Context: an optimization exercise on an open-source flow, tuned for small area and a short achievable clock period. The choices shown serve that exercise and are no tape-out recipe.
In this exercise RTL edits were held to simulation tests only and were not proved equivalent to the original.
Power and IR drop assume default switching activity.

==> flow/design.v, too long to show whole: its modules and the start of the top module <==
// module Convolution: 2019 lines
// module fa: 4 lines
module Convolution(
    input clk,
    input rst_n,
    input in_valid,
    input weight_valid,
    input [7:0] In_IFM_1,
    input [7:0] In_IFM_2,
    input [7:0] In_IFM_3,
    input [7:0] In_IFM_4,
    input [7:0] In_IFM_5,
    input [7:0] In_IFM_6,
    input [7:0] In_IFM_7,
    input [7:0] In_IFM_8,
    input [7:0] In_IFM_9,
    input [7:0] In_Weight_1,
    input [7:0] In_Weight_2,
    input [7:0] In_Weight_3,
    input [7:0] In_Weight_4,
    input [7:0] In_Weight_5,
    input [7:0] In_Weight_6,
    input [7:0] In_Weight_7,
    input [7:0] In_Weight_8,
    input [7:0] In_Weight_9,
    output reg out_valid,
    output reg [20:0] Out_OFM
);
  // ...
==> flow/flow/run.sh <==
#!/bin/bash
# Standard ORFS layout, with plain buf_1 cells as the port buffers (the resizer
# may upsize them) instead of the delay-buffer cells buffer_ports picks itself,
# and clock tree synthesis without dummy loads.
set -euo pipefail
bash standard.sh finish \
  "BUFFER_PORTS_ARGS=-buffer_cell sky130_fd_sc_hd__buf_1" \
  "CTS_ARGS=-sink_clustering_enable -repair_clock_nets -sink_clustering_size 16 -sink_clustering_max_diameter 50 -dont_use_dummy_load -buf_list sky130_fd_sc_hd__clkbuf_8" \
  > orfs_flow.log 2>&1
==> flow/standard.sh <==
#!/bin/bash
# synth_recipe.tcl (not shown) runs the flow's synth.tcl, then flattens the netlist and writes it again
# the make line also repeats each setting of config.mk as NAME=value (left out here)
make -C /OpenROAD-flow-scripts/flow DESIGN_CONFIG=/design/flow/config.mk WORK_HOME=/design/flow/orfs CLKGATE_MAP_FILE= SYNTH_SCRIPT=/design/flow/synth_recipe.tcl "${@:-finish}"
==> flow/config.mk <==
export PLATFORM = sky130hd
export DESIGN_NAME = Convolution
export DESIGN_NICKNAME = Convolution
export VERILOG_FILES = /design/flow/design.v
export SDC_FILE = /design/flow/constraint.sdc
export NUM_CORES = 4
export LEC_CHECK = 0
export CAP_MARGIN = 20
export CORE_MARGIN = 2
export CORE_UTILIZATION = 60
export PLACE_DENSITY = 0.7
export SETUP_SLACK_MARGIN = 3.25
export SLEW_MARGIN = 20
export SYNTH_HIERARCHICAL = 1
export SYNTH_MINIMUM_KEEP_SIZE = 0
==> flow/constraint.sdc <==
create_clock -name core_clock -period 5.5 [get_ports {clk}]
set_input_delay 1.1000 -clock core_clock [delete_from_list [all_inputs] [get_ports {clk}]]
set_output_delay 1.1000 -clock core_clock [all_outputs]
set_load 0.01 [all_outputs]
==> qor.txt, run 1 <==
Clock buf count: 50
#MultiIn Comb: 1193
Synth top area cells: fa_1 41%, dfxtp_1 38%, nand2_1 8.2%, edfxtp_1 8.1%, clkbuf_1 2.0%
CP Launch Point: out_valid
Clock Sinks: 580
Max reg flops: 20
Vias: 14686
CP Class: register to output pin
Met2 Routed Length: 31700 um
Mux share of post-synthesis cell area: 0%
Status: no timing/DRC/antenna violations
Die width: 215 um
Final TNS setup: 0 ns
Simple-gate portion of the synthesized area: 8.63%
DIE AREA: 46200 um^2
Post_cts resized: 13
Clock net power: 2.15 mW
Sequential cells: 580
Most frequent cells in the layout: 580 x nand2_1, 549 x fa_1, 500 x dfxtp_1
Post-synth top area share: 41.2%
Routed wire length: 67500 um
Pwr top: registers
Clock Skew: 0.0529 ns
N_diodes: 0
Tmin final: 2.22 ns
Non-clock buffer total of the final layout: 169
Top_reg_cell synth: dfxtp_1
Seq/total area: 43.8%
==> run 2: changes to the inputs <==
--- a/flow/flow/run.sh
+++ b/flow/flow/run.sh
@@ -1,7 +1,8 @@
 #!/bin/bash
 # Standard ORFS layout, with plain buf_1 cells as the port buffers (the resizer
 # may upsize them) instead of the delay-buffer cells buffer_ports picks itself,
-# and clock tree synthesis without dummy loads.
+# and clock tree synthesis without dummy loads, on clkbuf_8 cells in
+# smaller sink clusters.
 set -euo pipefail
 bash standard.sh finish \
   "BUFFER_PORTS_ARGS=-buffer_cell sky130_fd_sc_hd__buf_1" \
--- a/flow/config.mk
+++ b/flow/config.mk
@@ -7,8 +7,8 @@
 export LEC_CHECK = 0
 export CAP_MARGIN = 20
 export CORE_MARGIN = 2
-export CORE_UTILIZATION = 60
-export PLACE_DENSITY = 0.7
+export CORE_UTILIZATION = 55
+export PLACE_DENSITY = 0.65
 export SETUP_SLACK_MARGIN = 3.25
 export SLEW_MARGIN = 20
 export SYNTH_HIERARCHICAL = 1
==> run 2 against run 1 <==
First-iteration DRC count is 2.8% lower. Routed wire length rose by 2.0%. Highest routed layer is now met5. Via count decreased by 1.1%. Clock power grew 5%. Power grew 1.2%. Sequential share of layout area is 0.19 points lower. Still clean on timing, DRC and antenna. Sequential power about the same. Sequential cell count is the same. Utilization shrank 4.9 points. Synthesized area unchanged. Global-route usage fell by 1.9 points. Combinational power rose by 2%.
==> qor.txt, run 2 <==
Biggest area consumer among synthesized cells: fa_1 (unchanged)
Design area: 28400 um^2 (was 28200 um^2)
N_diodes: 0 (unchanged)
Crit-path leading delay family: flip-flops (unchanged)
Vias: 14523 (was 14686)
Post-synth EDFFs: 72 (unchanged)
Yosys cell types: 36 (unchanged)
Area of the core: 47800 um^2 (was 44000 um^2)
Post-layout util: 59.3% (was 64.2%)
Crit start category: register (unchanged)
Clock Sinks: 580 (unchanged)
Worst Path Buf+Inv: 1 (unchanged)
Crit. End Element: output pin (unchanged)
Crit share post-route: 40.5% (was 40.4%)
Most flop-heavy register: Out_OFM (unchanged)
Placed inst area: 27600 um^2 (was 27500 um^2)
Clk latency of the worst-skew pair: 0.70 ns (was 0.69 ns)
PnR Total Power: 14.8 mW (was 14.6 mW)
Tmin final: 2.23 ns (was 2.22 ns)
Leak Pwr: 10.3 nW (was 10.2 nW)
Number of I/O pins: 170 (unchanged)
Vias in the first global route: 16634 (was 16594)
Final TNS setup: 0 ns (unchanged)
Syn_nets: 2644 (unchanged)
Clock-pin slew on the worst setup and hold paths: 0.09 ns (was 0.08 ns)
Maximum VDD drop: 0.243 mV (was 0.250 mV)
Starting DRC count in detailed routing: 1262 (was 1298)
Clock Skew: 0.0651 ns (was 0.0529 ns)
Most frequent cells in the layout: 580 x nand2_1, 549 x fa_1, 501 x dfxtp_1 (was 580 x nand2_1, 549 x fa_1, 500 x dfxtp_1)
Worst EP arrival: 1.13 ns (was 1.12 ns)
Worst slew pin tran: 0.740 ns (was 0.716 ns)
Max Fclk: 449 MHz (was 450 MHz)
Cell Chain, Critical Path: buf_2 (was clkbuf_2)
Drt wl/cell: 26.1 um (was 25.9 um)
CP Class: register to output pin (unchanged)
CTS buffer count: 55 (was 50)
RSZ-0062 raised after global routing: yes (unchanged)
Remaining Overflow, GRT: 0 (unchanged)
Via density: 5.52 (was 5.64)
CP peak stage delay: 0.31 ns (was 0.35 ns)
Die H: 224 um (was 215 um)
Worst-path fanout max: 1 (unchanged)
Post-synth top cells: 580 x nand2_1, 549 x fa_1, 502 x dfxtp_1 (unchanged)
Routed wire length: 68800 um (was 67500 um)
Initial antenna violation count: 2 (was 0)
Synth top area cells: fa_1 41%, dfxtp_1 38%, nand2_1 8.2%, edfxtp_1 8.1%, clkbuf_1 2.0% (unchanged)
Final nets: 2726 (was 2720)
Post-synth top area share: 41.2% (unchanged)
DR pass1 iterations: 5 (was 6)
Status: no timing/DRC/antenna violations (unchanged)
DIE AREA: 50300 um^2 (was 46200 um^2)
Pwr per Cell Area: 521 nW/um^2 (was 517 nW/um^2)
Port buffer count: 168 (unchanged)
Rows: 80 (was 77)
Pin count of the biggest net entering global routing: 50 (was 49)
Asr flop ratio synth: 1.03% (unchanged)
Die width: 224 um (was 215 um)
Top-count cell post-synth: nand2_1 (unchanged)
YS warnings: 7 (unchanged)
Worst endpoint required time: 4.40 ns (about the same)
Total GRT Usage: 29.0% (was 31.0%)
Post-route DRC: 0 (unchanged)
Relative slew slack: 50.7% (was 52.2%)
HP Class: input port to async pin (unchanged)
Max-cap check violation count: 0 (unchanged)
TritonCTS clock tree: yes (unchanged)
First-pass GRT wire length: 103000 um (was 102000 um)
Slowest-stage cell, CP: dfxtp_1 (was dfrtp_1)
Cts hold-fix bufs: 0 (unchanged)
Sequential area share after synthesis: 46.3% (unchanged)
Final slew viol count: 0 (unchanged)
Cells after Synth: 1938 (unchanged)
Synthesized area: 26700 um^2 (unchanged)
Average size of a mapped cell: 13.8 um^2 (unchanged)
Worst hold slack: 0.305 ns (was 0.289 ns)
Share of post-route cells with drive strength above 1: 4.31% (was 3.88%)
Clock tree buffer depth: 3 (unchanged)
Max reg flops: 20 (unchanged)
Final setup vio count: 0 (unchanged)
Initial Util: 55.8% (was 60.6%)
Area growth from synthesis to layout: 6.28% (was 5.84%)
Commonest non-fill, non-tap cell in the layout: nand2_1 (unchanged)
Post-DRT Antenna Nets: 0 (unchanged)
Final HPWL DP: 55600 um (was 55000 um)
# fillers: 3814 (was 3263)
Top_reg_cell synth: dfxtp_1 (unchanged)
Placer Congestion: 0.941 (about the same)
FF+latch count, synth: 580 (unchanged)
H-Tree Depth: 2 (unchanged)
Root buffer cell: clkbuf_8 (unchanged)
Hold Vio Cnt, Final: 0 (unchanged)
-- run 2: repair_timing --
item	in CTS	in global routing
gates resized for setup	18	5
cloned	0	0
setup endpoints to repair	19	9
setup buffers	0	1
-- run 2: Yosys stat by module, one instance, submodules excluded --
| module | cells inside | cell area, um^2 | flops+latches | times used |
|---|---|---|---|---|
| fa | 1 | 20.0 | 0 | 549 |
| Convolution | 1389 | 15700 | 580 | 1 |
-- run 2: through the flow --
stage,instances,worst slack (ns)
2_1_floorplan,1938,3.61
3_3_place_gp,2577,3.01
3_5_place_dp,2577,2.98
4_1_cts,2632,3.22
5_1_grt,2633,3.21
6_report,2633,3.27
-- run 2: layout make-up --
| class | instances | area (um^2) | share of cell area [%] |
|---|---|---|---|
| well taps | 615 | 769 | 2.71 |
| multi-input cells | 1193 | 13700 | 48.3 |
| repair buffers | 170 | 693 | 2.44 |
| inverters | 20 | 75.1 | 0.265 |
| clock buffers | 55 | 757 | 2.67 |
| flip-flops and latches | 580 | 12400 | 43.6 |
-- run 2: path summary, 6_finish.rpt --
| kind | startpoint | end | slack (ns) | depth (start not counted) |
|---|---|---|---|---|
| min in group core_clock | r1_87 | r2_37 | 0.32 | 0 |
| max in group asynchronous | rst_n | vpipe[4] | 4.97 | 1 |
| max reg2reg | wn2[5] | r0_169 | 3.29 | 3 |
| min reg2reg | r1_87 | r2_37 | 0.32 | 0 |
| max | Out_OFM[3] | Out_OFM[3] | 3.27 | 1 |
| min | rst_n | vpipe[0] | 0.31 | 1 |
-- run 2: logic make-up after synthesis --
logic type      share of synthesized area, %
compound gates                         0.605
xor+xnor                               0.492
fa+ha+maj                               41.6
buf+inv                                 2.33
flops                                   46.3
other cells                           0.0141
simple gates                            8.63
-- run 2: routing by layer --
layer	vias to the layer above	GRT usage (%)	share of wire (%)
met5	-	0	0.017
met3	174	9.58	11
met4	2	11.2	3.8
met1	7660	37.7	39
met2	744	45.9	46
li1	5943	-	-
-- run 2: report_power, final --
group | total, mW | switching (mW) | internal [mW]
clock | 2.25 | 1.37 | 0.886
combinational | 5.74 | 3.08 | 2.66
sequential | 6.78 | 1.02 | 5.76
==> run 3: changes to the inputs <==
--- a/flow/config.mk
+++ b/flow/config.mk
@@ -7,9 +7,9 @@
 export LEC_CHECK = 0
 export CAP_MARGIN = 20
 export CORE_MARGIN = 2
-export CORE_UTILIZATION = 55
-export PLACE_DENSITY = 0.65
-export SETUP_SLACK_MARGIN = 3.25
+export CORE_UTILIZATION = 60
+export PLACE_DENSITY = 0.7
+export SETUP_SLACK_MARGIN = 3.35
 export SLEW_MARGIN = 20
 export SYNTH_HIERARCHICAL = 1
 export SYNTH_MINIMUM_KEEP_SIZE = 0
==> run 3 against run 2 <==
Non-clock buffer count up 5. Synthesized cell count unchanged. Final cell count down 0.87%. Synthesized area unchanged. Worst hold slack worse by 0.015 ns. Design area about the same. Via count up 1.2%. Clock skew down 0.012 ns. Global-route usage up 1.9 points. Sequential share of layout area about the same. Sequential power about the same. Largest power group unchanged.
==> qor.txt, run 3 <==
Port buffer count: 168 (unchanged)
Cts hold-fix bufs: 0 (unchanged)
Met3 wire length: 7620 um (was 7500 um)
CP Class: register to output pin (unchanged)
Max-cap check violation count: 0 (unchanged)
Cells after Synth: 1938 (unchanged)
DR pass1 iterations: 5 (unchanged)
Asr flop ratio synth: 1.03% (unchanged)
Post-synth top cells: 580 x nand2_1, 549 x fa_1, 502 x dfxtp_1 (unchanged)
Worst endpoint required time: 4.40 ns (about the same)
Placed inst area: 27500 um^2 (was 27600 um^2)
Clk latency of the worst-skew pair: 0.69 ns (was 0.70 ns)
Max Fclk: 451 MHz (was 449 MHz)
Crit. End Element: output pin (unchanged)
Design area: 28400 um^2 (about the same)
Area growth from synthesis to layout: 6.29% (was 6.28%)
Final HPWL DP: 55000 um (was 55600 um)
Clock-pin slew on the worst setup and hold paths: 0.08 ns (was 0.09 ns)
Drt wl/cell: 25.9 um (was 26.1 um)
Most frequent cells in the layout: 580 x nand2_1, 549 x fa_1, 495 x dfxtp_1 (was 580 x nand2_1, 549 x fa_1, 501 x dfxtp_1)
Cell Chain, Critical Path: clkbuf_2 (was buf_2)
TritonCTS clock tree: yes (unchanged)
Worst Path Buf+Inv: 1 (unchanged)
RSZ-0062 raised after global routing: yes (unchanged)
Initial antenna violation count: 0 (was 2)
HP Class: input port to async pin (unchanged)
Final TNS setup: 0 ns (unchanged)
Remaining Overflow, GRT: 0 (unchanged)
FF+latch count, synth: 580 (unchanged)
Synthesized area: 26700 um^2 (unchanged)
Final slew viol count: 0 (unchanged)
Post-DRT Antenna Nets: 0 (unchanged)
Vias: 14696 (was 14523)
Crit start category: register (unchanged)
Final nets: 2726 (unchanged)
Yosys cell types: 36 (unchanged)
Die width: 215 um (was 224 um)
PnR Total Power: 14.6 mW (was 14.8 mW)
Pin count of the biggest net entering global routing: 49 (was 50)
Worst slew pin tran: 0.673 ns (was 0.740 ns)
Synth top area cells: fa_1 41%, dfxtp_1 38%, nand2_1 8.2%, edfxtp_1 8.1%, clkbuf_1 2.0% (unchanged)
Pwr per Cell Area: 516 nW/um^2 (was 521 nW/um^2)
Total GRT Usage: 31.0% (was 29.0%)
H-Tree Depth: 2 (unchanged)
Syn_nets: 2644 (unchanged)
Starting DRC count in detailed routing: 1308 (was 1262)
Number of I/O pins: 170 (unchanged)
Reg2Reg Depth: 3 (unchanged)
Max Used Layer: met4 (was met5)
Commonest non-fill, non-tap cell in the layout: nand2_1 (unchanged)
Slowest-stage cell, CP: dfrtp_1 (was dfxtp_1)
Relative slew slack: 55.1% (was 50.7%)
Post-synth EDFFs: 72 (unchanged)
Hold Vio Cnt, Final: 0 (unchanged)
Area of the core: 44000 um^2 (was 47800 um^2)
Worst EP arrival: 1.12 ns (was 1.13 ns)
Root buffer cell: clkbuf_8 (unchanged)
Most flop-heavy register: Out_OFM (unchanged)
Clock Skew: 0.0530 ns (was 0.0651 ns)
Clock tree buffer depth: 3 (unchanged)
Crit-path leading delay family: flip-flops (unchanged)
Status: no timing/DRC/antenna violations (unchanged)
DIE AREA: 46200 um^2 (was 50300 um^2)
Top-count cell post-synth: nand2_1 (unchanged)
Worst-path fanout max: 1 (unchanged)
N_diodes: 0 (unchanged)
Via density: 5.63 (was 5.52)
Met2 Routed Length: 31900 um (was 32000 um)
Average size of a mapped cell: 13.8 um^2 (unchanged)
YS warnings: 7 (unchanged)
Share of post-route cells with drive strength above 1: 4.71% (was 4.31%)
Vias in the first global route: 16593 (was 16634)
Top_reg_cell synth: dfxtp_1 (unchanged)
WP depth: 1 (unchanged)
Sequential area share after synthesis: 46.3% (unchanged)
Post-route DRC: 0 (unchanged)
First-pass GRT wire length: 102000 um (was 103000 um)
Tmin final: 2.22 ns (was 2.23 ns)
Final setup vio count: 0 (unchanged)
CP peak stage delay: 0.35 ns (was 0.31 ns)
CTS buffer count: 50 (was 55)
Maximum VDD drop: 0.257 mV (was 0.243 mV)
Initial Util: 60.6% (was 55.8%)
# fillers: 3248 (was 3814)
Crit share post-route: 40.3% (was 40.5%)
Rows: 77 (was 80)
Routed wire length: 67500 um (was 68800 um)
Post-synth top area share: 41.2% (unchanged)
Placer Congestion: 0.941 (about the same)
Met1 WL: 25700 um (was 26700 um)
Max reg flops: 20 (unchanged)
Biggest area consumer among synthesized cells: fa_1 (unchanged)
Die H: 215 um (was 224 um)
Leak Pwr: 10.3 nW (about the same)
Clock Sinks: 580 (unchanged)
==> run 3: logic make-up after synthesis <==
group           after synthesis  synth area share (%)
compound gates               22                 0.605
xor+xnor                     15                 0.492
flops                       580                  46.3
fa+ha+maj                   558                  41.6
other cells                   1                0.0141
buf+inv                     165                  2.33
simple gates                597                  8.63
==> run 3: area by class of cell <==
cell class / count / area [um^2] / share of cell area (%)
Inverter: 20 / 75.1 / 0.265
Timing Repair Buffer: 175 / 782 / 2.76
Tap cell: 592 / 741 / 2.61
Multi-Input combinational cell: 1193 / 13700 / 48.3
Sequential cell: 580 / 12400 / 43.6
Clock buffer: 50 / 688 / 2.43
==> run 3: where the power goes <==
part	switching [mW]	internal (mW)	total [mW]
Combinational	3.03	2.66	5.70
Sequential	1.03	5.76	6.79
Clock	1.34	0.809	2.15
Total	5.41	9.23	14.6
==> run 3: worst paths after layout <==
check | startpoint | to | slack (ns)
setup reg to reg | r0_113 | r1_35 | 3.38
max in group asynchronous | rst_n | vpipe[1] | 4.95
hold reg to reg | r2_6 | r3_6 | 0.33
hold / removal | rst_n | vpipe[0] | 0.29
setup / recovery | out_valid | out_valid | 3.28
min in group core_clock | r2_6 | r3_6 | 0.33
==> run 3: routing by layer <==
| layer | track usage (%) | up-vias |
|---|---|---|
| li1 | - | 5940 |
| met1 | 41.5 | 7726 |
| met2 | 49.1 | 851 |
| met3 | 9.09 | 179 |
| met4 | 10.9 | 0 |
| met5 | 0 | - |
==> run 3: modules after synthesis, one instance, submodules excluded <==
module / times used / cell area [um^2]
Convolution: 1 / 15700
fa: 549 / 20.0
==> run 3: stage by stage <==
| step | instances | hold WS, ns | setup WS, ns | util, % |
|---|---|---|---|---|
| floorplan | 1938 | 0.310 | 3.61 | - |
| global placement | 2554 | 0.310 | 3.03 | 62.5 |
| detailed placement | 2554 | 0.312 | 2.99 | 62.5 |
| CTS | 2604 | 0.267 | 3.24 | 64.2 |
| global route | 2610 | 0.284 | 3.24 | 64.4 |
| finish | 2610 | 0.290 | 3.28 | 64.4 |
==> run 3: worst register-to-register path, cell delays in order (launching register included) <==
cell and delay, ns:
dfxtp_1 0.33, fa_1 0.57, fa_1 0.66, fa_1 0.43
==> run 3: timing repair <==
item / in CTS / in global routing
setup endpoints to repair: 23 / 30
cloned: 0 / 0
gates resized for setup: 26 / 9
setup buffers: 0 / 6
endpoints found under the hold margin: 0 / 0
==> run 4: changes to the inputs <==
--- a/flow/config.mk
+++ b/flow/config.mk
@@ -5,11 +5,12 @@
 export SDC_FILE = /design/flow/constraint.sdc
 export NUM_CORES = 4
 export LEC_CHECK = 0
+export ABC_AREA = 1
 export CAP_MARGIN = 20
 export CORE_MARGIN = 2
 export CORE_UTILIZATION = 60
 export PLACE_DENSITY = 0.7
-export SETUP_SLACK_MARGIN = 3.35
+export SETUP_SLACK_MARGIN = 3.25
 export SLEW_MARGIN = 20
 export SYNTH_HIERARCHICAL = 1
 export SYNTH_MINIMUM_KEEP_SIZE = 0
==> run 4 against run 3 <==
Die area grew 0.76%. Synthesized cell count increased by 3.8%. Largest cell class unchanged. Via count is 2.3% higher. Worst hold slack improved by 0.0089 ns. Still clean on timing, DRC and antenna. Design area is 0.34% higher. Critical path depth unchanged. Power rose by 0.89%. Non-clock buffer count fell by 6. Largest power group unchanged. Count of clock-buffer cells in the layout up 1. Clock power is essentially flat. Sequential share of layout area fell by 0.17 points. Highest routed layer unchanged. Combinational power increased by 2%.
==> qor.txt, run 4 <==
Hold Vio Cnt, Final: 0 (unchanged)
DIE AREA: 46500 um^2 (was 46200 um^2)
Share of post-route cells with drive strength above 1: 4.31% (was 4.71%)
Total GRT Usage: 31.5% (was 31.0%)
Clk latency of the worst-skew pair: 0.68 ns (was 0.69 ns)
# Post-CTS Setup Buffers: 0 (unchanged)
Drt wl/cell: 25.7 um (was 25.9 um)
Root buffer cell: clkbuf_8 (unchanged)
Leak Pwr: 10.5 nW (was 10.3 nW)
Synthesized area: 26900 um^2 (was 26700 um^2)
Die H: 216 um (was 215 um)
Area growth from synthesis to layout: 5.82% (was 6.29%)
Final nets: 2795 (was 2726)
Average size of a mapped cell: 13.4 um^2 (was 13.8 um^2)
DR pass1 iterations: 7 (was 5)
Vias in the first global route: 16902 (was 16593)
CP Class: register to output pin (unchanged)
Reg area: 12400 um^2 (about the same)
HP Class: input port to async pin (unchanged)
Most frequent cells in the layout: 621 x nand2_1, 549 x fa_1, 501 x dfxtp_1 (was 580 x nand2_1, 549 x fa_1, 495 x dfxtp_1)
Placed inst area: 27700 um^2 (was 27500 um^2)
Tmin final: 2.23 ns (was 2.22 ns)
Routed wire length: 68900 um (was 67500 um)
Worst Path Buf+Inv: 1 (unchanged)
PnR Total Power: 14.8 mW (was 14.6 mW)
Crit-path leading delay family: flip-flops (unchanged)
Worst-path fanout max: 1 (unchanged)
Synth top area cells: fa_1 41%, dfxtp_1 37%, nand2_1 8.7%, edfxtp_1 8.0%, clkbuf_1 2.0% (was fa_1 41%, dfxtp_1 38%, nand2_1 8.2%, edfxtp_1 8.1%, clkbuf_1 2.0%)
Remaining Overflow, GRT: 0 (unchanged)
Worst EP arrival: 1.13 ns (was 1.12 ns)
Crit start category: register (unchanged)
Post-layout util: 64.4% (about the same)
Die width: 216 um (was 215 um)
Pin count of the biggest net entering global routing: 73 (was 49)
Clock-pin slew on the worst setup and hold paths: 0.08 ns (about the same)
Top_reg_cell synth: dfxtp_1 (unchanged)
RSZ-0062 raised after global routing: yes (unchanged)
Max Fclk: 448 MHz (was 451 MHz)
Slowest-stage cell, CP: dfrtp_1 (unchanged)
Final setup vio count: 0 (unchanged)
# fillers: 3304 (was 3248)
Clock Skew: 0.0574 ns (was 0.0530 ns)
Placer Congestion: 0.966 (was 0.941)
Pwr per Cell Area: 519 nW/um^2 (was 516 nW/um^2)
TritonCTS clock tree: yes (unchanged)
Final worst setup slack: 3.27 ns (was 3.28 ns)
Maximum VDD drop: 0.258 mV (was 0.257 mV)
Post-route DRC: 0 (unchanged)
Max-cap check violation count: 0 (unchanged)
Number of I/O pins: 170 (unchanged)
Biggest area consumer among synthesized cells: fa_1 (unchanged)
Post-synth top area share: 40.9% (was 41.2%)
Crit share post-route: 40.6% (was 40.3%)
Clock tree buffer depth: 3 (unchanged)
Yosys cell types: 29 (was 36)
Post-synth EDFFs: 72 (unchanged)
Area of the core: 44200 um^2 (was 44000 um^2)
Relative slew slack: 31.1% (was 55.1%)
Starting DRC count in detailed routing: 1479 (was 1308)
Worst hold slack: 0.299 ns (was 0.290 ns)
Port buffer count: 168 (unchanged)
Initial Util: 60.8% (was 60.6%)
Syn_nets: 2718 (was 2644)
Via density: 5.61 (was 5.63)
Rows: 77 (unchanged)
Final HPWL DP: 55600 um (was 55000 um)
Crit. End Element: output pin (unchanged)
YS warnings: 7 (unchanged)
H-Tree Depth: 2 (unchanged)
Initial antenna violation count: 1 (was 0)
Status: no timing/DRC/antenna violations (unchanged)
Final slew viol count: 0 (unchanged)
Final TNS setup: 0 ns (unchanged)
Worst slew pin tran: 1.03 ns (was 0.673 ns)
FF+latch count, synth: 580 (unchanged)
Post-DRT Antenna Nets: 0 (unchanged)
Top-count cell post-synth: nand2_1 (unchanged)
CTS buffer count: 51 (was 50)
Cells after Synth: 2012 (was 1938)
Asr flop ratio synth: 1.03% (unchanged)
Clock Sinks: 580 (unchanged)
Design area: 28500 um^2 (was 28400 um^2)
Cell Chain, Critical Path: clkbuf_2 (unchanged)
Worst endpoint required time: 4.40 ns (about the same)
Max reg flops: 20 (unchanged)
Multi-input gate area: 13800 um^2 (was 13700 um^2)
Vias: 15035 (was 14696)
First-pass GRT wire length: 104000 um (was 102000 um)
Most flop-heavy register: Out_OFM (unchanged)
Post-synth top cells: 621 x nand2_1, 549 x fa_1, 502 x dfxtp_1 (was 580 x nand2_1, 549 x fa_1, 502 x dfxtp_1)
Final cell count without fillers: 2680 (was 2610)
Placed cell count: 2628 (was 2554)
Commonest non-fill, non-tap cell in the layout: nand2_1 (unchanged)
Dpl ws: 3.08 ns (was 2.99 ns)
Sequential area share after synthesis: 46.0% (was 46.3%)
CP peak stage delay: 0.36 ns (was 0.35 ns)
-- run 4: layer usage --
metal  vias to the layer above  track usage, %  part of all wire [%]
li1                       6126               -                     -
met1                      7783            42.7                    39
met2                       912            49.8                    47
met3                       214            7.36                    10
met4                         0            12.6                   4.1
met5                         -               0                     0
-- run 4: final cells by class --
type	count	share of cell area [%]
Antenna cell	1	0.00879
Timing Repair Buffer	169	2.35
Tap cell	592	2.60
Clock buffer	51	2.47
Inverter	45	0.593
Multi-Input combinational cell	1242	48.5
Sequential cell	580	43.4
-- run 4: kinds of logic after synthesis --
| family | share of synthesized area (%) |
|---|---|
| AO/OA/AOI/OAI | 0.270 |
| adder cells (fa/ha/maj) | 41.3 |
| flip-flops | 46.0 |
| buffers and inverters | 2.67 |
| XOR/XNOR | 0.228 |
| AND/OR/NAND/NOR | 9.58 |
| other | 0.0139 |
-- run 4: worst paths after layout --
| check | to | slack (ns) | from | cells past startpoint |
|---|---|---|---|---|
| setup reg to reg | r0_169 | 3.35 | xn2[4] | 3 |
| hold / removal | vpipe[3] | 0.30 | rst_n | 1 |
| hold reg to reg | r2_37 | 0.33 | r1_87 | 0 |
| max in group asynchronous | vpipe[0] | 4.97 | rst_n | 1 |
| min in group core_clock | r2_37 | 0.33 | r1_87 | 0 |
| setup / recovery | out_valid | 3.27 | out_valid | 1 |
-- run 4: where the power goes --
part	total [mW]	internal (mW)	switching, mW	leakage (nW)
clock	2.17	0.825	1.34	0.367
sequential	6.77	5.75	1.01	4.99
combinational	5.83	2.65	3.18	5.10
-- run 4: timing repair --
action | CTS | global route
endpoints found under the hold margin | 0 | 0
setup endpoints to repair | 16 | 5
hold buffers | 0 | 0
resized for setup | 15 | 3
cloned | 0 | 0
-- run 4: modules after synthesis (local to each module, per instance) --
module,copies in the design,cells inside,flip-flops and latches
Convolution,1,1463,580
fa,549,1,0
==> run 5: changes to the inputs <==
--- a/flow/config.mk
+++ b/flow/config.mk
@@ -5,7 +5,6 @@
 export SDC_FILE = /design/flow/constraint.sdc
 export NUM_CORES = 4
 export LEC_CHECK = 0
-export ABC_AREA = 1
 export CAP_MARGIN = 20
 export CORE_MARGIN = 2
 export CORE_UTILIZATION = 60
==> run 5 against run 4 <==
Still clean. Synthesized cell count fell by 3.7%. Power fell by 1.1%. Final cell count fell by 2.8%. Clock power barely moved. Worst setup slack improved by 0.012 ns. Die area fell by 0.76%. First-iteration DRC count fell by 12%. Sequential share of layout area rose by 0.34 points. Largest cell class unchanged. Highest routed layer unchanged.
==> qor.txt, run 5 <==
Status: no timing/DRC/antenna violations (unchanged)
Hold Vio Cnt, Final: 0 (unchanged)
Slowest-stage cell, CP: dfrtp_1 (unchanged)
Total GRT Usage: 31.0% (was 31.5%)
Top-count cell post-synth: nand2_1 (unchanged)
Remaining Overflow, GRT: 0 (unchanged)
Clock tree buffer depth: 3 (unchanged)
Vias: 14686 (was 15035)
Asr flop ratio synth: 1.03% (unchanged)
Reg2Reg Depth: 3 (unchanged)
Via density: 5.64 (was 5.61)
Number of I/O pins: 170 (unchanged)
Worst endpoint required time: 4.40 ns (about the same)
Clock Sinks: 580 (unchanged)
Port buffer count: 168 (unchanged)
Final TNS setup: 0 ns (unchanged)
Placer Congestion: 0.941 (was 0.966)
Pwr per Cell Area: 517 nW/um^2 (was 519 nW/um^2)
Placed inst area: 27500 um^2 (was 27700 um^2)
Starting DRC count in detailed routing: 1298 (was 1479)
WP depth: 1 (unchanged)
Biggest area consumer among synthesized cells: fa_1 (unchanged)
Initial antenna violation count: 0 (was 1)
Crit start category: register (unchanged)
Drt wl/cell: 25.9 um (was 25.7 um)
Area growth from synthesis to layout: 5.84% (was 5.82%)
Routed wire length: 67500 um (was 68900 um)
Clock-pin slew on the worst setup and hold paths: 0.08 ns (about the same)
Initial Util: 60.6% (was 60.8%)
Max reg flops: 20 (unchanged)
Yosys cell types: 36 (was 29)
Die width: 215 um (was 216 um)
Worst slew pin tran: 0.716 ns (was 1.03 ns)
Crit share post-route: 40.4% (was 40.6%)
Worst Path Buf+Inv: 1 (unchanged)
Final HPWL DP: 55000 um (was 55600 um)
Vias in the first global route: 16594 (was 16902)
Commonest non-fill, non-tap cell in the layout: nand2_1 (unchanged)
Post-DRT Antenna Nets: 0 (unchanged)
Top_reg_cell synth: dfxtp_1 (unchanged)
Share of post-route cells with drive strength above 1: 3.88% (was 4.31%)
Post-synth top cells: 580 x nand2_1, 549 x fa_1, 502 x dfxtp_1 (was 621 x nand2_1, 549 x fa_1, 502 x dfxtp_1)
Most flop-heavy register: Out_OFM (unchanged)
Clock Skew: 0.0529 ns (was 0.0574 ns)
TritonCTS clock tree: yes (unchanged)
Syn_nets: 2644 (was 2718)
CTS buffer count: 50 (was 51)
Area of the core: 44000 um^2 (was 44200 um^2)
RSZ-0062 raised after global routing: yes (unchanged)
Sequential area share after synthesis: 46.3% (was 46.0%)
CP peak stage delay: 0.35 ns (was 0.36 ns)
First-pass GRT wire length: 102000 um (was 104000 um)
H-Tree Depth: 2 (unchanged)
Cells after Synth: 1938 (was 2012)
Cell Chain, Critical Path: clkbuf_2 (unchanged)
Placed cell count: 2554 (was 2628)
CP Class: register to output pin (unchanged)
Rows: 77 (unchanged)
Worst-path fanout max: 1 (unchanged)
Relative slew slack: 52.2% (was 31.1%)
Post-route DRC: 0 (unchanged)
Post-synth EDFFs: 72 (unchanged)
Clk latency of the worst-skew pair: 0.69 ns (was 0.68 ns)
Pin count of the biggest net entering global routing: 49 (was 73)
Post-layout util: 64.2% (was 64.4%)
Average size of a mapped cell: 13.8 um^2 (was 13.4 um^2)
YS warnings: 7 (unchanged)
N_diodes: 0 (was 1)
Final nets: 2720 (was 2795)
Synth top area cells: fa_1 41%, dfxtp_1 38%, nand2_1 8.2%, edfxtp_1 8.1%, clkbuf_1 2.0% (was fa_1 41%, dfxtp_1 37%, nand2_1 8.7%, edfxtp_1 8.0%, clkbuf_1 2.0%)
Most frequent cells in the layout: 580 x nand2_1, 549 x fa_1, 500 x dfxtp_1 (was 621 x nand2_1, 549 x fa_1, 501 x dfxtp_1)
Crit. End Element: output pin (unchanged)
Crit-path leading delay family: flip-flops (unchanged)
Final setup vio count: 0 (unchanged)
Final cell count without fillers: 2604 (was 2680)
Final slew viol count: 0 (unchanged)
Max Fclk: 450 MHz (was 448 MHz)
Worst hold slack: 0.289 ns (was 0.299 ns)
Maximum VDD drop: 0.250 mV (was 0.258 mV)
FF+latch count, synth: 580 (unchanged)
Synthesized area: 26700 um^2 (was 26900 um^2)
Max-cap check violation count: 0 (unchanged)
Tmin final: 2.22 ns (was 2.23 ns)
DIE AREA: 46200 um^2 (was 46500 um^2)
Root buffer cell: clkbuf_8 (unchanged)
DR pass1 iterations: 6 (was 7)
Post-synth top area share: 41.2% (was 40.9%)
HP Class: input port to async pin (unchanged)
Design area: 28200 um^2 (was 28500 um^2)
Worst EP arrival: 1.12 ns (was 1.13 ns)
Leak Pwr: 10.2 nW (was 10.5 nW)
Die H: 215 um (was 216 um)
## run 5: layout make-up
class	instances	area, um^2
fill	3263	15800
multi-input combinational	1193	13700
sequential	580	12400
tap	592	741
clock buffer	50	688
timing repair buffer	169	676
inverter	20	75.1
## run 5: kinds of logic after synthesis
family                   share of synthesized area (%)
AO/OA/AOI/OAI                                    0.605
XOR/XNOR                                         0.492
adder cells (fa/ha/maj)                           41.6
buffers and inverters                             2.33
flip-flops                                        46.3
other                                           0.0141
AND/OR/NAND/NOR                                   8.63
## run 5: Yosys stat by module (local to each module, per instance)
module,times used,flip-flops and latches
fa,549,0
Convolution,1,580
## run 5: worst paths after layout
path	from	to	slack (ns)
worst max register to register	wn1[5]	r0_167	3.34
min in group core_clock	r2_6	r3_6	0.33
worst min-delay path	rst_n	vpipe[0]	0.29
worst max-delay path	out_valid	out_valid	3.28
max in group asynchronous	rst_n	vpipe[1]	4.95
worst min register to register	r2_6	r3_6	0.33
## run 5: stage by stage
step	power (mW)	setup slack (ns)
after floorplan	10.1	3.61
after global placement	12.3	3.03
after detailed placement	12.6	2.99
after CTS	14.7	3.24
after global routing	15.9	3.24
final	14.6	3.28
## run 5: routing by layer
layer / GRT usage (%) / routed length (um) / part of all wire, % / up-vias
met5: 0 / 0 / 0 / -
li1: - / - / - / 5930
met3: 9.09 / 7310 / 11 / 194
met2: 49.1 / 31700 / 47 / 820
met4: 10.9 / 2410 / 3.6 / 0
met1: 41.5 / 26100 / 39 / 7742
## run 5: timing repair
item                       CTS  global route
buffers inserted             0             0
hold buffers                 0             0
resized for setup           13             8
setup endpoints to repair   12             8
## run 5: where the power goes
part	leakage (nW)	internal (mW)	total, mW	switching [mW]
clock	0.359	0.809	2.15	1.34
sequential	4.99	5.75	6.79	1.04
combinational	4.86	2.63	5.65	3.02
==> run 6: changes to the inputs <==
--- a/flow/flow/run.sh
+++ b/flow/flow/run.sh
@@ -6,5 +6,5 @@
 set -euo pipefail
 bash standard.sh finish \
   "BUFFER_PORTS_ARGS=-buffer_cell sky130_fd_sc_hd__buf_1" \
-  "CTS_ARGS=-sink_clustering_enable -repair_clock_nets -sink_clustering_size 16 -sink_clustering_max_diameter 50 -dont_use_dummy_load -buf_list sky130_fd_sc_hd__clkbuf_8" \
+  "CTS_ARGS=-sink_clustering_enable -repair_clock_nets -sink_clustering_size 12 -sink_clustering_max_diameter 40 -dont_use_dummy_load -buf_list sky130_fd_sc_hd__clkbuf_8" \
   > orfs_flow.log 2>&1
==> run 6 against run 5 <==
Utilization is 0.85 points higher. First-iteration DRC count grew 8.6%. Still clean on timing, DRC and antenna. Via count rose by 1.6%. Critical path depth did not move. Die area unchanged. Design area up 1.3%. Register-to-register slack hardly changed. Power is 3.7% higher. Routed wire length increased by 0.44%. Clock power increased by 26%. Largest cell class unchanged. Count of clock-buffer cells in the layout grew 29. Largest power group unchanged.
==> qor.txt, run 6 <==
Pint: 9.65 mW (was 9.20 mW)
DR pass1 iterations: 5 (was 6)
Number of I/O pins: 170 (unchanged)
Area growth from synthesis to layout: 7.24% (was 5.84%)
Yosys cell types: 36 (unchanged)
Top_reg_cell synth: dfxtp_1 (unchanged)
Met1 WL: 26000 um (was 26100 um)
Final setup vio count: 0 (unchanged)
Pwr per Cell Area: 529 nW/um^2 (was 517 nW/um^2)
Worst Path Buf+Inv: 1 (unchanged)
Total GRT Usage: 31.2% (was 31.0%)
Top-count cell post-synth: nand2_1 (unchanged)
Relative slew slack: 52.7% (was 52.2%)
Port buffer count: 168 (unchanged)
Most flop-heavy register: Out_OFM (unchanged)
Asr flop ratio synth: 1.03% (unchanged)
Max-cap check violation count: 0 (unchanged)
RSZ-0062 raised after global routing: no (was yes)
Worst EP arrival: 1.11 ns (was 1.12 ns)
Crit share post-route: 40.2% (was 40.4%)
Max Fclk: 453 MHz (was 450 MHz)
Post-DRT Antenna Nets: 0 (unchanged)
Maximum VDD drop: 0.250 mV (about the same)
Share of post-route cells with drive strength above 1: 4.75% (was 3.88%)
TritonCTS clock tree: yes (unchanged)
CP peak stage delay: 0.35 ns (about the same)
Worst endpoint required time: 4.40 ns (about the same)
Max Used Layer: met4 (unchanged)
Clock-pin slew on the worst setup and hold paths: 0.07 ns (was 0.08 ns)
Post-synth EDFFs: 72 (unchanged)
Starting DRC count in detailed routing: 1409 (was 1298)
HP Class: register to register (was input port to async pin)
CTS buffer count: 79 (was 50)
Tmin final: 2.21 ns (was 2.22 ns)
Crit start category: register (unchanged)
Clock Power Share: 17.8% (was 14.8%)
Crit. End Element: output pin (unchanged)
FF+latch count, synth: 580 (unchanged)
Average size of a mapped cell: 13.8 um^2 (unchanged)
# fillers: 3242 (was 3263)
Clock Skew: 0.0649 ns (was 0.0529 ns)
Placer Congestion: 0.941 (unchanged)
Status: no timing/DRC/antenna violations (unchanged)
YS warnings: 7 (unchanged)
First-pass GRT wire length: 103000 um (was 102000 um)
Drt wl/cell: 25.7 um (was 25.9 um)
Post_cts resized: 5 (was 13)
Synth top area cells: fa_1 41%, dfxtp_1 38%, nand2_1 8.2%, edfxtp_1 8.1%, clkbuf_1 2.0% (unchanged)
Final slew viol count: 0 (unchanged)
Vias in the first global route: 16857 (was 16594)
Synthesized area: 26700 um^2 (unchanged)
Post-layout util: 65.0% (was 64.2%)
Cells after Synth: 1938 (unchanged)
Die width: 215 um (unchanged)
Remaining Overflow, GRT: 0 (unchanged)
Biggest area consumer among synthesized cells: fa_1 (unchanged)
Crit-path leading delay family: flip-flops (unchanged)
Clock tree buffer depth: 3 (unchanged)
Clock Sinks: 580 (unchanged)
Setup slack, reg-to-reg: 3.33 ns (was 3.34 ns)
Pin count of the biggest net entering global routing: 49 (unchanged)
Vias: 14925 (was 14686)
Final HPWL DP: 55000 um (unchanged)
Max reg flops: 20 (unchanged)
Worst slew pin tran: 0.710 ns (was 0.716 ns)
Initial Util: 60.6% (unchanged)
H-Tree Depth: 3 (was 2)
Final nets: 2749 (was 2720)
DIE AREA: 46200 um^2 (unchanged)
Die H: 215 um (unchanged)
Most frequent cells in the layout: 580 x nand2_1, 549 x fa_1, 502 x dfxtp_1 (was 580 x nand2_1, 549 x fa_1, 500 x dfxtp_1)
Cell Chain, Critical Path: clkbuf_2 (unchanged)
Commonest non-fill, non-tap cell in the layout: nand2_1 (unchanged)
Area of the core: 44000 um^2 (unchanged)
Met3 wire length: 7380 um (was 7310 um)
Rows: 77 (unchanged)
Initial antenna violation count: 1 (was 0)
Post-synth top cells: 580 x nand2_1, 549 x fa_1, 502 x dfxtp_1 (unchanged)
Post-route DRC: 0 (unchanged)
Sw Ratio: 36.3% (was 37.0%)
NetSw: 5.50 mW (was 5.40 mW)
Root buffer cell: clkbuf_8 (unchanged)
Sequential area share after synthesis: 46.3% (unchanged)
Post-synth top area share: 41.2% (unchanged)
Leak Pwr: 10.4 nW (was 10.2 nW)
Comb pwr share: 37.2% (was 38.7%)
Final TNS setup: 0 ns (unchanged)
CP Class: register to output pin (unchanged)
Hold Vio Cnt, Final: 0 (unchanged)
Met2 Routed Length: 31900 um (was 31700 um)
Via density: 5.67 (was 5.64)
# Post-CTS Setup Buffers: 0 (unchanged)
Cts hold-fix bufs: 0 (unchanged)
Routed wire length: 67800 um (was 67500 um)
N_diodes: 0 (unchanged)
Worst-path fanout max: 1 (unchanged)
PnR Total Power: 15.1 mW (was 14.6 mW)
Seq pwr share: 44.9% (was 46.5%)
Clk latency of the worst-skew pair: 0.66 ns (was 0.69 ns)
Slowest-stage cell, CP: dfrtp_1 (unchanged)
Syn_nets: 2644 (unchanged)
[run 6: worst register-to-register path: stages (launching register included)]
cell and delay, ns:
dfxtp_1 0.70, nand2_1 0.17, fa_1 0.70, fa_1 0.45
[run 6: metal layers]
metal / track usage, % / vias up
met5: 0 / -
met4: 11.8 / 0
met3: 8.44 / 216
met2: 49.3 / 905
met1: 42.1 / 7809
li1: - / 5995
[run 6: per-stage QoR]
stage               hold WS [ns]  worst slack, ns  instances  instance area [um^2]
global route               0.317             3.25       2633                 28600
finish                     0.309             3.29       2633                 28600
CTS                        0.287             3.24       2633                 28600
floorplan                  0.310             3.61       1938                 26700
detailed placement         0.312             2.99       2554                 27500
global placement           0.310             3.03       2554                 27500
[run 6: kinds of logic (layout without fill, tap and decap cells)]
| kind of cell | after synthesis | count (layout) | share of synthesized area (%) |
|---|---|---|---|
| compound gates | 22 | 22 | 0.605 |
| xor+xnor | 15 | 15 | 0.492 |
| fa+ha+maj | 558 | 558 | 41.6 |
| buf+inv | 165 | 268 | 2.33 |
| flops | 580 | 580 | 46.3 |
| other cells | 1 | 1 | 0.0141 |
| simple gates | 597 | 597 | 8.63 |
[run 6: final cells by class]
class	instances	area [um^2]	area share, %
Sequential cell	580	12400	43.2
Timing Repair Buffer	169	653	2.28
Multi-Input combinational cell	1193	13700	47.9
Tap cell	592	741	2.59
Clock buffer	79	1090	3.80
Inverter	20	75.1	0.262
[run 6: power groups by stage]
stage                     Combinational [mW]  Clock [mW]  Sequential, mW
after floorplan                         3.68           0            6.38
after global placement                  5.47           0            6.85
after detailed placement                5.70           0            6.88
after CTS                               5.71        2.76            6.79
after global routing                    6.57        2.94            6.93
final                                   5.64        2.70            6.81
[run 6: per-module statistics from Yosys, one instance, submodules excluded]
module	cells inside	cell area, um^2	copies in the design
fa	1	20.0	549
Convolution	1389	15700	1
[run 6: final timing paths]
check | startpoint | end | cells after the start
max | out_valid | out_valid | 1
min | r1_1 | r2_1 | 0
max reg2reg | xn2[4] | r0_169 | 3
min reg2reg | r1_1 | r2_1 | 0
max in group asynchronous | rst_n | vpipe[1] | 1
min in group asynchronous | rst_n | vpipe[4] | 1

[afterwards: timing with drivers on the ports]
The flow's constraints put no driver on any port. The routed layouts listed below were extracted and timed again, unchanged, in two steps.
Step 1 sets driving cells, clkbuf_16 on the clock port and buf_2 on the other inputs (assumed; they add their load-dependent delay and slew).
Step 2, shift: input delay + t, output delay - t, t = (earliest + latest rising clock arrival at the registers) / 2. This alone moves slack from input paths to output paths.
Three values: no drivers, after step 1, after step 2; two values: the first two.
run | t, ns | setup slack, ns | worst hold slack (ns) | latest minus earliest clock arrival (ns) | worst register clock-pin slew, ns
run 1 | 0.718 | 3.280 / 3.226 / 2.993 | 0.289 / 0.256 / 0.328 | 0.054 / 0.055 | 0.10 / 0.10
run 2 | 0.725 | 3.272 / 3.218 / 2.991 | 0.305 / 0.277 / 0.318 | 0.074 / 0.074 | 0.10 / 0.10
run 3 | 0.717 | 3.281 / 3.227 / 3.012 | 0.290 / 0.257 / 0.328 | 0.057 / 0.058 | 0.10 / 0.10
run 4 | 0.709 | 3.268 / 3.213 / 3.066 | 0.299 / 0.266 / 0.330 | 0.059 / 0.059 | 0.10 / 0.10
run 5 | 0.718 | 3.280 / 3.226 / 2.993 | 0.289 / 0.256 / 0.328 | 0.054 / 0.055 | 0.10 / 0.10
run 6 | 0.687 | 3.291 / 3.236 / 3.001 | 0.309 / 0.283 / 0.309 | 0.066 / 0.066 | 0.08 / 0.08
After both steps setup and hold are still met in every run listed. For run 6, which loses most, drivers alone change the setup slack by -0.055 ns; drivers and shift together by -0.290 ns.
